This is an optimization exercise on Yosys and OpenROAD, whose aim is small area and a short achievable clock period, not a production implementation. Where RTL was checked, it was by simulation tests only, not by an equivalence proof against the original. No activity file was given, so power comes from the tool's default toggle rates.

// datapathB_behavioral
module datapathB_behavioral
  #(parameter WLx = 8, parameter WLc = 8)
  ( input signed [WLx-1:0] x,
    input signed [WLc-1:0] a, b, c,
    input CLK,
    output signed [(WLx+WLc+WLc)+1:0] outR
  );
Size in the first run: roughly 970 cells after synthesis, roughly 160 flip-flops, ~0.0095 mm^2 of cells after synthesis.
export LEC_CHECK = 0
export CAP_MARGIN = 20
export CORE_MARGIN = 2
export CORE_UTILIZATION = 40
export CTS_BUF_LIST = sky130_fd_sc_hd__clkbuf_8
export CTS_CLUSTER_SIZE = 40
export SETUP_SLACK_MARGIN = 3.3
export SLEW_MARGIN = 20
create_clock -name core_clock -period 6.0 [get_ports {CLK}]
standard.sh (not shown) runs the stock make flow with config.mk's settings and CLKGATE_MAP_FILE= SYNTH_SCRIPT=/design/flow/synth_recipe.tcl, a recipe that flattens the netlist after the stock synthesis.
==> flow/flow/run.sh <==
#!/bin/bash
# Standard ORFS layout (standard.sh), except that every port gets a buf_2 as its port
# buffer instead of the delay buffer that buffer_ports picks by default.
set -euo pipefail
export BUFFER_PORTS_ARGS="-buffer_cell sky130_fd_sc_hd__buf_2"
bash standard.sh > standard_flow.log 2>&1
Edit:
--- a/flow/design.v
+++ b/flow/design.v
@@ -1,22 +1,23 @@
 module datapathB_behavioral
   #(parameter WLx = 8, parameter WLc = 8)
   ( input signed [WLx-1:0] x,
     input signed [WLc-1:0] a, b, c,
     input CLK,
     output signed [(WLx+WLc+WLc)+1:0] outR
   );
-  reg [11:0] ex2; reg [7:0] x1, c1, c2; reg [8:0] w1;
+  reg [7:0] x1, c1, c2; reg [8:0] w1;
+  reg [11:0] ex2;
   reg [15:0] yA1, yB1, y2;
-  reg [22:0] zA3, zB3, z4; reg [8:0] w3;
+  reg [6:0] zlo3; reg [15:0] zA3, zB3; reg cyk3, clo3; reg [1:0] wh3; reg [22:0] z4;
   wire [11:0] ex0 = {x[7], ((x[7] & ~x[6] & ~x[5]) | (~x[7] & x[6] & x[5])), (x[6] ^ x[5]), x[5], ((x[5] & ~x[4] & ~x[3]) | (~x[5] & x[4] & x[3])), (x[4] ^ x[3]), x[3], ((x[3] & ~x[2] & ~x[1]) | (~x[3] & x[2] & x[1])), (x[2] ^ x[1]), x[1], (x[1] & ~x[0]), x[0]};
   wire [11:0] ex1 = {x1[7], ((x1[7] & ~x1[6] & ~x1[5]) | (~x1[7] & x1[6] & x1[5])), (x1[6] ^ x1[5]), x1[5], ((x1[5] & ~x1[4] & ~x1[3]) | (~x1[5] & x1[4] & x1[3])), (x1[4] ^ x1[3]), x1[3], ((x1[3] & ~x1[2] & ~x1[1]) | (~x1[3] & x1[2] & x1[1])), (x1[2] ^ x1[1]), x1[1], (x1[1] & ~x1[0]), x1[0]};
   wire n_1;
   wire n_2;
   wire n_3;
   wire n_4;
   wire n_5;
   wire n_6;
   wire n_7;
   wire n_8;
   wire n_9;
   wire n_10;
@@ -389,28 +390,34 @@
   assign n_185 = n_127 ^ n_155 ^ n_154;
   assign n_186 = (n_127 & n_155) | (n_127 & n_154) | (n_155 & n_154);
   assign n_187 = n_128 ^ n_157 ^ n_156;
   assign n_188 = (n_128 & n_157) | (n_128 & n_156) | (n_157 & n_156);
   assign n_189 = n_114 ^ n_129 ^ n_158;
   assign n_190 = (n_114 & n_129) | (n_114 & n_158) | (n_129 & n_158);
   assign n_191 = n_115 ^ n_130;
   assign n_192 = n_115 & n_130;
   wire [15:0] yA = {1'b0, n_36, n_35, n_63, n_61, n_59, n_57, n_55, n_53, n_51, n_49, n_19, n_4, n_3, n_2, n_1};
   wire [15:0] yB = {1'b0, 1'b0, n_64, n_62, n_60, n_58, n_56, n_54, n_52, n_50, n_48, n_47, n_11, n_10, 1'b0, 1'b0};
   wire [22:0] zA = {n_132, n_131, n_191, n_189, n_187, n_185, n_183, n_181, n_179, n_177, n_175, n_173, n_171, n_169, n_167, n_165, n_163, n_161, n_99, n_68, n_67, n_66, n_65};
   wire [22:0] zB = {1'b0, n_192, n_190, n_188, n_186, n_184, n_182, n_180, n_178, n_176, n_174, n_172, n_170, n_168, n_166, n_164, n_162, n_160, n_159, n_83, n_82, 1'b0, 1'b0};
-  wire signed [8:0] w0 = $signed({b[7], b}) + $signed({2'b00, {ex0[11], 1'b0, ex0[8], 1'b0, ex0[5], 1'b0, ex0[2]}});
-  wire signed [8:0] w2 = $signed({c2[7], c2}) + $signed({2'b00, {ex2[11], 1'b0, ex2[8], 1'b0, ex2[5], 1'b0, ex2[2]}});
+  wire [8:0] w0 = {b[7], b} + {2'b00, {ex0[11], 1'b0, ex0[8], 1'b0, ex0[5], 1'b0, ex0[2]}};
+  wire [8:0] w2 = {c2[7], c2} + {2'b00, {ex2[11], 1'b0, ex2[8], 1'b0, ex2[5], 1'b0, ex2[2]}};
   wire [15:0] W1 = {{7{w1[8]}}, w1} + 16'd43776;
-  wire [22:0] W2 = {{14{w3[8]}}, w3} + 23'd2818048;
   wire [15:0] s1s = yA1 ^ yB1 ^ W1;
   wire [15:0] s1c = (yA1 & yB1) | (yA1 & W1) | (yB1 & W1);
-  wire [22:0] s3s = zA3 ^ zB3 ^ W2;
-  wire [22:0] s3c = (zA3 & zB3) | (zA3 & W2) | (zB3 & W2);
+  wire [6:0] Wl = w2[6:0];
+  wire [6:0] ls = zA[6:0] ^ zB[6:0] ^ Wl;
+  wire [6:0] lc = (zA[6:0] & zB[6:0]) | (zA[6:0] & Wl) | (zB[6:0] & Wl);
+  wire [7:0] lo = ls + {lc[5:0], 1'b0};
+  wire [22:0] W2f = {{14{wh3[1]}}, wh3, 7'd0} + 23'd2818048;
+  wire [15:0] Wh = W2f[22:7];
+  wire [15:0] hs = zA3 ^ zB3 ^ Wh;
+  wire [15:0] hc = (zA3 & zB3) | (zA3 & Wh) | (zB3 & Wh);
+  wire [16:0] hsum = {hs, 1'b1} + {hc[14:0], cyk3, clo3};
   always @(posedge CLK) begin
     x1 <= x; w1 <= w0; c1 <= c; yA1 <= yA; yB1 <= yB;
     ex2 <= ex1; c2 <= c1; y2 <= s1s + {s1c[14:0], 1'b0};
-    zA3 <= zA; zB3 <= zB; w3 <= w2;
-    z4 <= s3s + {s3c[21:0], 1'b0};
+    zlo3 <= lo[6:0]; clo3 <= lo[7]; cyk3 <= lc[6]; wh3 <= w2[8:7]; zA3 <= zA[22:7]; zB3 <= zB[22:7];
+    z4 <= {hsum[16:1], zlo3};
   end
   assign outR = {{3{z4[22]}}, z4};
 endmodule
Worst setup slack is better by 0.0098 ns; sequential cell count came out lower by 10; cell area came out lower slightly; wire length came out lower by a few percent; total power came out lower by a few percent; global-route usage came out higher by 0.28 points; synthesized cell count came out higher slightly.
No functional check of the RTL was part of the first run of this note.

datapathB_behavioral, a different RTL version from the one above (not shown whole).
For scale: ~160 flip-flops, roughly 9000 um2 of cells after synthesis.
==> flow/config.mk <==
export PLATFORM = sky130hd
export DESIGN_NAME = datapathB_behavioral
export DESIGN_NICKNAME = datapathB_behavioral
export VERILOG_FILES = /design/flow/design.v
export SDC_FILE = /design/flow/constraint.sdc
export NUM_CORES = 4
export LEC_CHECK = 0
export ABC_AREA = 1
export CAP_MARGIN = 20
export CORE_MARGIN = 2
export CORE_UTILIZATION = 40
export CTS_BUF_LIST = sky130_fd_sc_hd__clkbuf_8
export CTS_CLUSTER_SIZE = 40
export SETUP_SLACK_MARGIN = 3.5
export SLEW_MARGIN = 20
==> flow/constraint.sdc <==
create_clock -name core_clock -period 6.0 [get_ports {CLK}]
set_input_delay 1.2000 -clock core_clock [delete_from_list [all_inputs] [get_ports {CLK}]]
set_output_delay 1.2000 -clock core_clock [all_outputs]
set_load 0.01 [all_outputs]
==> flow/flow/run.sh <==
#!/bin/bash
# Standard ORFS layout (standard.sh) with two changes: every port gets a buf_2 as its port
# buffer instead of the delay buffer that buffer_ports picks by default, and Yosys's synth
# skips its generic ABC pass before full adders are extracted (SYNTH_ARGS=-noabc).
set -euo pipefail
export BUFFER_PORTS_ARGS="-buffer_cell sky130_fd_sc_hd__buf_2"
export SYNTH_ARGS="-noabc"
bash standard.sh > standard_flow.log 2>&1
Change:
--- a/flow/design.v
+++ b/flow/design.v
@@ -1,22 +1,22 @@
 module datapathB_behavioral
   #(parameter WLx = 8, parameter WLc = 8)
   ( input signed [WLx-1:0] x,
     input signed [WLc-1:0] a, b, c,
     input CLK,
     output signed [(WLx+WLc+WLc)+1:0] outR
   );
   reg [7:0] x1, c1, c2; reg [8:0] w1;
   reg [11:0] ex2;
   reg [15:0] y2; reg [33:0] t1r;
-  reg [5:0] zlo3; reg [16:0] zA3, zB3; reg cyk3, clo3; reg [2:0] wh3; reg [22:0] z4;
+  reg [4:0] zlo3; reg [17:0] zA3, zB3; reg cyk3, clo3; reg [3:0] wh3; reg [22:0] z4;
   wire [11:0] ex0 = {x[7], ((x[7] & ~x[6] & ~x[5]) | (~x[7] & x[6] & x[5])), (x[6] ^ x[5]), x[5], ((x[5] & ~x[4] & ~x[3]) | (~x[5] & x[4] & x[3])), (x[4] ^ x[3]), x[3], ((x[3] & ~x[2] & ~x[1]) | (~x[3] & x[2] & x[1])), (x[2] ^ x[1]), x[1], (x[1] & ~x[0]), x[0]};
   wire [11:0] ex1 = {x1[7], ((x1[7] & ~x1[6] & ~x1[5]) | (~x1[7] & x1[6] & x1[5])), (x1[6] ^ x1[5]), x1[5], ((x1[5] & ~x1[4] & ~x1[3]) | (~x1[5] & x1[4] & x1[3])), (x1[4] ^ x1[3]), x1[3], ((x1[3] & ~x1[2] & ~x1[1]) | (~x1[3] & x1[2] & x1[1])), (x1[2] ^ x1[1]), x1[1], (x1[1] & ~x1[0]), x1[0]};
   wire m_1;
   wire m_2;
   wire m_3;
   wire m_4;
   wire m_5;
   wire m_6;
   wire m_7;
   wire m_8;
   wire m_9;
@@ -445,30 +445,30 @@
     assign m_40 = (W1[12] & m_17) | (W1[12] & m_16) | (m_17 & m_16);
     assign m_41 = t1r[32] ^ W1[13] ^ m_18;
     assign m_42 = (t1r[32] & W1[13]) | (t1r[32] & m_18) | (W1[13] & m_18);
     assign m_43 = t1r[33] ^ W1[14];
     assign m_44 = t1r[33] & W1[14];
   wire [33:0] t1w = {n_36, n_35, n_34, n_27, n_46, n_33, n_26, n_44, n_45, n_32, n_42, n_43, n_31, n_40, n_41, n_30, n_38, n_39, n_29, n_37, n_28, n_21, n_20, n_13, n_6, n_19, n_12, n_5, n_11, n_4, n_10, n_3, n_2, n_1};
   wire [22:0] zA = {n_114, n_113, n_173, n_171, n_169, n_167, n_165, n_163, n_161, n_159, n_157, n_155, n_153, n_151, n_149, n_147, n_145, n_143, n_81, n_50, n_49, n_48, n_47};
   wire [22:0] zB = {1'b0, n_174, n_172, n_170, n_168, n_166, n_164, n_162, n_160, n_158, n_156, n_154, n_152, n_150, n_148, n_146, n_144, n_142, n_141, n_65, n_64, 1'b0, 1'b0};
   wire [8:0] w0 = {b[7], b} + {2'b00, {ex0[11], 1'b0, ex0[8], 1'b0, ex0[5], 1'b0, ex0[2]}};
   wire [8:0] w2 = {c2[7], c2} + {2'b00, {ex2[11], 1'b0, ex2[8], 1'b0, ex2[5], 1'b0, ex2[2]}};
   wire [15:0] W1 = {{7{w1[8]}}, w1} + 16'd43776;
-  wire [5:0] Wl = w2[5:0];
-  wire [5:0] ls = zA[5:0] ^ zB[5:0] ^ Wl;
-  wire [5:0] lc = (zA[5:0] & zB[5:0]) | (zA[5:0] & Wl) | (zB[5:0] & Wl);
-  wire [6:0] lo = ls + {lc[4:0], 1'b0};
-  wire [22:0] W2f = {{14{wh3[2]}}, wh3, 6'd0} + 23'd2818048;
-  wire [16:0] Wh = W2f[22:6];
-  wire [16:0] hs = zA3 ^ zB3 ^ Wh;
-  wire [16:0] hc = (zA3 & zB3) | (zA3 & Wh) | (zB3 & Wh);
-  wire [17:0] hsum = {hs, 1'b1} + {hc[15:0], cyk3, clo3};
+  wire [4:0] Wl = w2[4:0];
+  wire [4:0] ls = zA[4:0] ^ zB[4:0] ^ Wl;
+  wire [4:0] lc = (zA[4:0] & zB[4:0]) | (zA[4:0] & Wl) | (zB[4:0] & Wl);
+  wire [5:0] lo = ls + {lc[3:0], 1'b0};
+  wire [22:0] W2f = {{14{wh3[3]}}, wh3, 5'd0} + 23'd2818048;
+  wire [17:0] Wh = W2f[22:5];
+  wire [17:0] hs = zA3 ^ zB3 ^ Wh;
+  wire [17:0] hc = (zA3 & zB3) | (zA3 & Wh) | (zB3 & Wh);
+  wire [18:0] hsum = {hs, 1'b1} + {hc[16:0], cyk3, clo3};
   wire [15:0] yS = {W1[15], m_43, m_41, m_39, m_37, m_35, m_33, m_31, m_29, m_27, m_25, m_23, m_21, W1[2], t1r[1], t1r[0]};
   wire [15:0] yT = {m_44, m_42, m_40, m_38, m_36, m_34, m_32, m_30, m_28, m_26, m_24, m_22, m_20, m_19, W1[1], W1[0]};
   always @(posedge CLK) begin
     x1 <= x; w1 <= w0; c1 <= c; t1r <= t1w;
     ex2 <= ex1; c2 <= c1; y2 <= yS + yT;
-    zlo3 <= lo[5:0]; clo3 <= lo[6]; cyk3 <= lc[5]; wh3 <= w2[8:6]; zA3 <= zA[22:6]; zB3 <= zB[22:6];
-    z4 <= {hsum[17:1], zlo3};
+    zlo3 <= lo[4:0]; clo3 <= lo[5]; cyk3 <= lc[4]; wh3 <= w2[8:5]; zA3 <= zA[22:5]; zB3 <= zB[22:5];
+    z4 <= {hsum[18:1], zlo3};
   end
   assign outR = {{3{z4[22]}}, z4};
 endmodule
The new run went through all stages and came out clean.
Setup slack gets worse by 0.021 ns.
Final area came out higher by 0.62%.
Non-clock buffer count goes up by 3.
Total power is higher by 2.6%.
Die area came out higher by about 0.5%.
Hold slack is about the same.
Sequential share of layout area is about the same.
Core utilization is higher by 0.29 points.
Clock power increases by about 13%.
Synthesized cell count increases by about 1.7%.
Synthesized area climbs by 0.49%.
For the second run of this note, only the layout was checked, not whether the RTL still works.

Setup of the reference run:
Another version of the RTL of datapathB_behavioral (not shown whole).
For scale: about 1000 cells after synthesis, about 9000 um2 of cells after synthesis.
Settings: LEC_CHECK=0, ABC_AREA=1, CAP_MARGIN=20, CORE_MARGIN=2, CORE_UTILIZATION=40, CTS_BUF_LIST=sky130_fd_sc_hd__clkbuf_8, CTS_CLUSTER_SIZE=40, SETUP_SLACK_MARGIN=3.3, SLEW_MARGIN=20; clock period 6.0 ns.
==> flow/flow/run.sh <==
#!/bin/bash
# Standard ORFS layout (standard.sh), except that every port gets a buf_2 as its port
# buffer instead of the delay buffer that buffer_ports picks by default.
set -euo pipefail
export BUFFER_PORTS_ARGS="-buffer_cell sky130_fd_sc_hd__buf_2"
bash standard.sh > standard_flow.log 2>&1
For the trial run, these inputs were changed with respect to the reference run:
--- a/flow/design.v
+++ b/flow/design.v
@@ -2,19 +2,19 @@
   #(parameter WLx = 8, parameter WLc = 8)
   ( input signed [WLx-1:0] x,
     input signed [WLc-1:0] a, b, c,
     input CLK,
     output signed [(WLx+WLc+WLc)+1:0] outR
   );
   reg [7:0] x1, c1, c2; reg [8:0] w1;
   reg [11:0] ex2;
   reg [15:0] yA1, yB1, y2;
-  reg [5:0] zlo3; reg [16:0] zA3, zB3; reg cyk3, clo3; reg [2:0] wh3; reg [22:0] z4;
+  reg [6:0] zlo3; reg [15:0] zA3, zB3; reg cyk3, clo3; reg [1:0] wh3; reg [22:0] z4;
   wire [11:0] ex0 = {x[7], ((x[7] & ~x[6] & ~x[5]) | (~x[7] & x[6] & x[5])), (x[6] ^ x[5]), x[5], ((x[5] & ~x[4] & ~x[3]) | (~x[5] & x[4] & x[3])), (x[4] ^ x[3]), x[3], ((x[3] & ~x[2] & ~x[1]) | (~x[3] & x[2] & x[1])), (x[2] ^ x[1]), x[1], (x[1] & ~x[0]), x[0]};
   wire [11:0] ex1 = {x1[7], ((x1[7] & ~x1[6] & ~x1[5]) | (~x1[7] & x1[6] & x1[5])), (x1[6] ^ x1[5]), x1[5], ((x1[5] & ~x1[4] & ~x1[3]) | (~x1[5] & x1[4] & x1[3])), (x1[4] ^ x1[3]), x1[3], ((x1[3] & ~x1[2] & ~x1[1]) | (~x1[3] & x1[2] & x1[1])), (x1[2] ^ x1[1]), x1[1], (x1[1] & ~x1[0]), x1[0]};
   wire n_1;
   wire n_2;
   wire n_3;
   wire n_4;
   wire n_5;
   wire n_6;
   wire n_7;
@@ -398,26 +398,26 @@
   wire [15:0] yA = {1'b0, n_36, n_35, n_63, n_61, n_59, n_57, n_55, n_53, n_51, n_49, n_19, n_4, n_3, n_2, n_1};
   wire [15:0] yB = {1'b0, 1'b0, n_64, n_62, n_60, n_58, n_56, n_54, n_52, n_50, n_48, n_47, n_11, n_10, 1'b0, 1'b0};
   wire [22:0] zA = {n_132, n_131, n_191, n_189, n_187, n_185, n_183, n_181, n_179, n_177, n_175, n_173, n_171, n_169, n_167, n_165, n_163, n_161, n_99, n_68, n_67, n_66, n_65};
   wire [22:0] zB = {1'b0, n_192, n_190, n_188, n_186, n_184, n_182, n_180, n_178, n_176, n_174, n_172, n_170, n_168, n_166, n_164, n_162, n_160, n_159, n_83, n_82, 1'b0, 1'b0};
   wire [8:0] w0 = {b[7], b} + {2'b00, {ex0[11], 1'b0, ex0[8], 1'b0, ex0[5], 1'b0, ex0[2]}};
   wire [8:0] w2 = {c2[7], c2} + {2'b00, {ex2[11], 1'b0, ex2[8], 1'b0, ex2[5], 1'b0, ex2[2]}};
   wire [15:0] W1 = {{7{w1[8]}}, w1} + 16'd43776;
   wire [15:0] s1s = yA1 ^ yB1 ^ W1;
   wire [15:0] s1c = (yA1 & yB1) | (yA1 & W1) | (yB1 & W1);
-  wire [5:0] Wl = w2[5:0];
-  wire [5:0] ls = zA[5:0] ^ zB[5:0] ^ Wl;
-  wire [5:0] lc = (zA[5:0] & zB[5:0]) | (zA[5:0] & Wl) | (zB[5:0] & Wl);
-  wire [6:0] lo = ls + {lc[4:0], 1'b0};
-  wire [22:0] W2f = {{14{wh3[2]}}, wh3, 6'd0} + 23'd2818048;
-  wire [16:0] Wh = W2f[22:6];
-  wire [16:0] hs = zA3 ^ zB3 ^ Wh;
-  wire [16:0] hc = (zA3 & zB3) | (zA3 & Wh) | (zB3 & Wh);
-  wire [17:0] hsum = {hs, 1'b1} + {hc[15:0], cyk3, clo3};
+  wire [6:0] Wl = w2[6:0];
+  wire [6:0] ls = zA[6:0] ^ zB[6:0] ^ Wl;
+  wire [6:0] lc = (zA[6:0] & zB[6:0]) | (zA[6:0] & Wl) | (zB[6:0] & Wl);
+  wire [7:0] lo = ls + {lc[5:0], 1'b0};
+  wire [22:0] W2f = {{14{wh3[1]}}, wh3, 7'd0} + 23'd2818048;
+  wire [15:0] Wh = W2f[22:7];
+  wire [15:0] hs = zA3 ^ zB3 ^ Wh;
+  wire [15:0] hc = (zA3 & zB3) | (zA3 & Wh) | (zB3 & Wh);
+  wire [16:0] hsum = {hs, 1'b1} + {hc[14:0], cyk3, clo3};
   always @(posedge CLK) begin
     x1 <= x; w1 <= w0; c1 <= c; yA1 <= yA; yB1 <= yB;
     ex2 <= ex1; c2 <= c1; y2 <= s1s + {s1c[14:0], 1'b0};
-    zlo3 <= lo[5:0]; clo3 <= lo[6]; cyk3 <= lc[5]; wh3 <= w2[8:6]; zA3 <= zA[22:6]; zB3 <= zB[22:6];
-    z4 <= {hsum[17:1], zlo3};
+    zlo3 <= lo[6:0]; clo3 <= lo[7]; cyk3 <= lc[6]; wh3 <= w2[8:7]; zA3 <= zA[22:7]; zB3 <= zB[22:7];
+    z4 <= {hsum[16:1], zlo3};
   end
   assign outR = {{3{z4[22]}}, z4};
 endmodule
Results
- Between the trial run and the reference run, the total power is higher for the trial run.
- Between the reference run and the trial run, total met2 wirelength after detailed routing increased.
- Any difference in initial standard-cell utilization of the core between the trial run and the reference run is small enough to ignore.
- Diff the trial run and the reference run: final critical delay including setup and external delays lower in the reference run
- [the trial run] clock network fraction of design power fell 1.3 points relative to the reference run
- The reference run ended up with input pin to flip-flop as its path type of the worst setup path; the trial run ended up with flip-flop to flip-flop.
No functional check of the RTL was part of the reference run.

[what the ideal ports hide]
No port has a modelled driver above. Below, the same layouts with a new extraction and two added sets of constraints.
Step 1 (the two cells are an assumption about what drives the block):
set clk [get_ports {CLK}]
set_driving_cell -lib_cell sky130_fd_sc_hd__clkbuf_16 $clk
set_driving_cell -lib_cell sky130_fd_sc_hd__buf_2 [delete_from_list [all_inputs] $clk]
Step 2 times the ports against the registers' clock, not the clock port: input delays grow and output delays shrink by t, the midpoint of the rising clock arrivals with the driver on.
a / b / c = ideal ports / drivers / drivers and shift; a / b = the first two.
run | t (ns) | slack for setup (ns) | worst setup path at the end | clock arrival spread, ns | cell pins on the clock port's net
the first run of note 1 | 0.491 | 3.365 / 3.293 / 2.801 | input to register | 0.014 / 0.015 | 1
the second run of note 1 | 0.483 | 3.375 / 3.333 / 2.850 | input to register | 0.012 / 0.012 | 1
the first run of note 2 | 0.496 | 3.574 / 3.574 / 3.144 | input to register | 0.017 / 0.017 | 1
the second run of note 2 | 0.496 | 3.553 / 3.553 / 3.097 | input to register | 0.016 / 0.016 | 1
the reference run | 0.495 | 3.338 / 3.337 / 2.842 | input to register | 0.007 / 0.007 | 1
the trial run | 0.494 | 3.298 / 3.298 / 2.897 | input to register | 0.013 / 0.013 | 1
After both steps setup and hold are still met in every run listed. The setup slack of the first run of note 1, which loses most, moves by -0.072 ns with the drivers and by -0.564 ns with both steps.
